This is an optimization exercise on Yosys and OpenROAD, whose aim is small area, not a production implementation.
The RTL was checked by simulation tests, not by an equivalence proof against the original design.
The clock input has no modelled driver; a real chip could not lean on it and would need a root buffer or a full tree.
Power figures rest on the tool's default switching activity, not on a simulated workload.

## red
// top
module top #(
    parameter PWM_INTERVAL = 600
)(
    input  logic clk,
    input  logic rst,
    output logic RGB_R,
    output logic RGB_G,
    output logic RGB_B
);
For scale: roughly 220 cells after synthesis, about 5 I/O pins, about 1600 um^2 of cells after synthesis.
Settings: LEC_CHECK=0, CAP_MARGIN=20, CORE_MARGIN=2, CORE_UTILIZATION=40, SLEW_MARGIN=20; clock period 5.0 ns.
standard.sh (not shown) runs the stock make flow with config.mk's settings and CLKGATE_MAP_FILE= SYNTH_SCRIPT=/design/flow/synth_recipe.tcl, a recipe that flattens the netlist after the stock synthesis.
==> flow/flow/run.sh <==
#!/bin/bash
# Standard synthesis, then the combinational logic between the standard
# synthesis's registers is re-mapped by ABC for area (registers, their names
# and cells untouched; several ABC seeds in parallel, the smallest result kept),
# then the standard layout from that netlist, with buf_1 port buffers and a
# clkbuf_8 clock tree.
set -euo pipefail
HERE=$(pwd)
RES=$HERE/orfs/results/$FLOW_PLATFORM/top/base
YOSYS=$(command -v yosys || echo "$FLOW_HOME/../tools/install/yosys/bin/yosys")
LIB=$FLOW_HOME/platforms/$FLOW_PLATFORM/lib/sky130_fd_sc_hd__tt_025C_1v80.lib

bash standard.sh synth > std_synth.log 2>&1
cp "$RES/1_2_yosys.v" "$HERE/std_1_2_yosys.v"

SEEDS="1 2 3 4"
for S in $SEEDS; do
  sed -e "s#@S@#$S#g" -e "s#@T@#${DEEPSYN_T:-60}#g" flow/area.abc > "area_$S.abc"
  sed -e "s#@LIB@#$LIB#g" -e "s#@IN@#$HERE/std_1_2_yosys.v#g" -e "s#@OUT@#$HERE/reopt_$S.v#g" \
      -e "s#@ABC@#$HERE/area_$S.abc#g" -e "s#reopt_stat.txt#reopt_stat_$S.txt#g" flow/reopt.ys > "reopt_$S.ys"
  "$YOSYS" -l "reopt_$S.log" -q "reopt_$S.ys" > "reopt_stdout_$S.log" 2>&1 &
done
wait
BEST=""; BESTA=""
for S in $SEEDS; do
  [ -s "reopt_$S.v" ] || continue
  A=$(awk '/Chip area/ {print $NF}' "reopt_stat_$S.txt")
  if [ -z "$BEST" ] || awk -v a="$A" -v b="$BESTA" 'BEGIN {exit !(a < b)}'; then BEST=$S; BESTA=$A; fi
done
echo "best seed $BEST area $BESTA" > reopt_choice.txt
cp "$HERE/reopt_$BEST.v" "$RES/1_2_yosys.v"
rm -f "$RES/1_synth.odb" "$RES/1_synth.sdc"

export BUFFER_PORTS_ARGS="-buffer_cell sky130_fd_sc_hd__buf_1"
export CTS_ARGS="-sink_clustering_enable -repair_clock_nets -buf_list sky130_fd_sc_hd__clkbuf_8 -root_buf sky130_fd_sc_hd__clkbuf_8 -sink_clustering_size 30 -dont_use_dummy_load"
bash standard.sh finish > std_finish.log 2>&1
==> flow/flow/area.abc <==
strash
&get -n
&deepsyn -T @T@ -S @S@
&put
&get -n
&dch -f
&nf -R 1000
&put
==> flow/flow/reopt.ys <==
read_liberty -ignore_miss_func -overwrite -setattr liberty_cell @LIB@
read_verilog @IN@
hierarchy -top top
setattr -mod -set keep_hierarchy 1 sky130_fd_sc_hd__dfxtp_1
flatten top
opt_clean -purge top
select top
abc -script @ABC@ -liberty @LIB@ -dont_use *lpflow* -dont_use *probe*
setundef -zero
splitnets
opt_clean -purge
hilomap -singleton -hicell sky130_fd_sc_hd__conb_1 HI -locell sky130_fd_sc_hd__conb_1 LO
insbuf -buf sky130_fd_sc_hd__buf_4 A X
opt_clean -purge
tee -o reopt_stat.txt stat -liberty @LIB@
select -clear
delete A:liberty_cell
write_verilog -noattr -nohex -nodec @OUT@
red finished all stages; the layout is clean.
Relative to red, the following input files were edited for blue:
==> flow/flow/run.sh <==
#!/bin/bash
# Standard synthesis, then the combinational logic between the standard
# synthesis's registers is re-mapped by ABC for area (registers, their names
# and cells untouched), then the standard layout from that netlist.
set -euo pipefail
HERE=$(pwd)
RES=$HERE/orfs/results/$FLOW_PLATFORM/top/base
YOSYS=$(command -v yosys || echo "$FLOW_HOME/../tools/install/yosys/bin/yosys")

bash standard.sh synth > std_synth.log 2>&1

cp "$RES/1_2_yosys.v" "$HERE/std_1_2_yosys.v"
LIB=$FLOW_HOME/platforms/$FLOW_PLATFORM/lib/sky130_fd_sc_hd__tt_025C_1v80.lib
sed -e "s#@LIB@#$LIB#g" -e "s#@IN@#$HERE/std_1_2_yosys.v#g" -e "s#@OUT@#$HERE/reopt.v#g" \
    -e "s#@ABC@#$HERE/flow/area.abc#g" flow/reopt.ys > reopt_run.ys
"$YOSYS" -l reopt.log -q reopt_run.ys > reopt_stdout.log 2>&1

cp "$HERE/reopt.v" "$RES/1_2_yosys.v"
rm -f "$RES/1_synth.odb" "$RES/1_synth.sdc"
bash standard.sh finish > std_finish.log 2>&1
==> flow/flow/area.abc <==
strash
&get -n
&deepsyn -T 30
&put
&get -n
&dch -f
&nf -R 1000
&put
When blue is set beside red, its per-cell via count in the routed design turns out to be 2.4% smaller.
Utilization red -> blue: up
Comparing red and blue, the lower final critical-path share of the clock period was measured on blue.
On starting density of the core, red and blue are neck and neck.
Relative max-transition margin: blue vs red up 0.81 points
Between red and blue, the flow reports power increasing by more than 10%.
Status: synthesized area parity (red, blue)
In the reports for red and blue, the larger met1 demand-to-capacity share in global routing belongs to blue.
NOTE wire length red->blue decreased by a few percent
Between red and blue, the difference in global routing usage summed across all routing layers is negligible.


## old
top, a different RTL version from the one above (not shown whole).
For scale: ~210 cells after synthesis, about 1600 um2 of cells after synthesis.
// top
module top #(
    parameter PWM_INTERVAL = 600
)(
    input  logic clk,
    input  logic rst,
    output logic RGB_R,
    output logic RGB_G,
    output logic RGB_B
);
clock: 5.0 ns
lec_check: 0
cap_margin: 20
core_margin: 2
core_utilization: 40
slew_margin: 20
==> flow/flow/run.sh <==
#!/bin/bash
# Standard synthesis, then the combinational logic between the standard
# synthesis's registers is re-mapped by ABC for area (registers, their names
# and cells untouched; several ABC seeds in parallel, the smallest result kept),
# then the standard layout from that netlist, with buf_1 port buffers and a
# clock tree of a single clkbuf_16 (flow/post_cts.tcl collapses the CTS tree).
set -euo pipefail
HERE=$(pwd)
RES=$HERE/orfs/results/$FLOW_PLATFORM/top/base
YOSYS=$(command -v yosys || echo "$FLOW_HOME/../tools/install/yosys/bin/yosys")
LIB=$FLOW_HOME/platforms/$FLOW_PLATFORM/lib/sky130_fd_sc_hd__tt_025C_1v80.lib

bash standard.sh synth > std_synth.log 2>&1
cp "$RES/1_2_yosys.v" "$HERE/std_1_2_yosys.v"

SEEDS="$(seq 1 16)"
reopt() {
  local S=$1
  sed -e "s#@S@#$S#g" -e "s#@T@#${DEEPSYN_T:-90}#g" flow/area.abc > "area_$S.abc"
  sed -e "s#@LIB@#$LIB#g" -e "s#@IN@#$HERE/std_1_2_yosys.v#g" -e "s#@OUT@#$HERE/reopt_$S.v#g" \
      -e "s#@ABC@#$HERE/area_$S.abc#g" -e "s#reopt_stat.txt#reopt_stat_$S.txt#g" flow/reopt.ys > "reopt_$S.ys"
  "$YOSYS" -l "reopt_$S.log" -q "reopt_$S.ys" > "reopt_stdout_$S.log" 2>&1 || true
}
for BATCH in "1 2 3 4" "5 6 7 8" "9 10 11 12" "13 14 15 16"; do
  for S in $BATCH; do reopt $S & done
  wait
done
BEST=""; BESTA=""
for S in $SEEDS; do
  [ -s "reopt_$S.v" ] || continue
  A=$(awk '/Chip area/ {print $NF}' "reopt_stat_$S.txt")
  if [ -z "$BEST" ] || awk -v a="$A" -v b="$BESTA" 'BEGIN {exit !(a < b)}'; then BEST=$S; BESTA=$A; fi
done
echo "best seed $BEST area $BESTA" > reopt_choice.txt
cp "$HERE/reopt_$BEST.v" "$RES/1_2_yosys.v"
rm -f "$RES/1_synth.odb" "$RES/1_synth.sdc"

export BUFFER_PORTS_ARGS="-buffer_cell sky130_fd_sc_hd__buf_1"
export CTS_ARGS="-sink_clustering_enable -repair_clock_nets -buf_list sky130_fd_sc_hd__clkbuf_8 -root_buf sky130_fd_sc_hd__clkbuf_16 -sink_clustering_size 30 -dont_use_dummy_load"
export POST_CTS_TCL=$HERE/flow/post_cts.tcl
bash standard.sh finish > std_finish.log 2>&1
Scripts as last shown in full above: flow/flow/reopt.ys
Other scripts of this flow, unchanged in this note and not shown: flow/flow/area.abc, flow/flow/post_cts.tcl
old finished end to end and its layout was clean on timing, DRC and antenna.
Here is what was changed in the inputs of new compared with old.
-- flow/flow/run.sh --
<<< old, line 14
cp "$RES/1_2_yosys.v" "$HERE/std_1_2_yosys.v"

SEEDS="$(seq 1 16)"
reopt() {
  local S=$1
  sed -e "s#@S@#$S#g" -e "s#@T@#${DEEPSYN_T:-90}#g" flow/area.abc > "area_$S.abc"
  sed -e "s#@LIB@#$LIB#g" -e "s#@IN@#$HERE/std_1_2_yosys.v#g" -e "s#@OUT@#$HERE/reopt_$S.v#g" \
      -e "s#@ABC@#$HERE/area_$S.abc#g" -e "s#reopt_stat.txt#reopt_stat_$S.txt#g" flow/reopt.ys > "reopt_$S.ys"
  "$YOSYS" -l "reopt_$S.log" -q "reopt_$S.ys" > "reopt_stdout_$S.log" 2>&1 || true
}
for BATCH in "1 2 3 4" "5 6 7 8" "9 10 11 12" "13 14 15 16"; do
  for S in $BATCH; do reopt $S & done
  wait
done
BEST=""; BESTA=""
for S in $SEEDS; do
>>> new, line 14
cp "$RES/1_2_yosys.v" "$HERE/std_1_2_yosys.v"

SEEDS="1 2 3 4 5 6 7 8"
reopt() {
  local S=$1
  sed -e "s#@S@#$S#g" -e "s#@T@#${DEEPSYN_T:-120}#g" flow/area.abc > "area_$S.abc"
  sed -e "s#@LIB@#$LIB#g" -e "s#@IN@#$HERE/std_1_2_yosys.v#g" -e "s#@OUT@#$HERE/reopt_$S.v#g" \
      -e "s#@ABC@#$HERE/area_$S.abc#g" -e "s#reopt_stat.txt#reopt_stat_$S.txt#g" flow/reopt.ys > "reopt_$S.ys"
  "$YOSYS" -l "reopt_$S.log" -q "reopt_$S.ys" > "reopt_stdout_$S.log" 2>&1 || true
}
for S in 1 2 3 4; do reopt $S & done
wait
for S in 5 6 7 8; do reopt $S & done
wait
BEST=""; BESTA=""
for S in $SEEDS; do
==> comparison <==
- Number of global-route vias before repair of new falls short of that of old by a few percent.
- Looking at portion of the clock cycle consumed by the worst path in the final layout, new sits below old.
- The design area of new is lower than that of old.
- Changes observed in new relative to old: post-route clock skew moved up, total global-route track usage moved down.
- In new the wire length of the first global-routing pass turned out about 7% lower than in old.
- old → new: worst ir drop on vdd +12%; cell depth of the worst flop-to-flop path -1.
- new vs old — switching share of power dropped 1.9 points.
- Met3 wire length: new and old compared, lower one is new
- Of new and old, the higher part of the total power dissipated in combinational logic belongs to old.

[afterwards: timing with drivers on the ports]
The results above use ideal ports. As a check the final layouts listed here were re-extracted and re-timed, cells and wires unchanged. Step 1 assumes that a clkbuf_16 drives the clock port and a buf_2 every other input. Step 2 also shifts input and output timing later by t, the mid clock arrival at the registers, as if the neighbouring blocks saw the same clock. Three values: no drivers, after step 1, after step 2; two values: the first two.
run | t, ns | setup WS [ns] | worst data-port slew with drivers (ns)
red | 0.294 | 0.291 / 0.266 / 0.560 | 0.03
blue | 0.294 | 0.309 / 0.286 / 0.580 | 0.03
old | 0.186 | 0.498 / 0.469 / 0.655 | 0.03
new | 0.186 | 0.527 / 0.499 / 0.685 | 0.03
After both steps setup and hold are still met in every run listed.
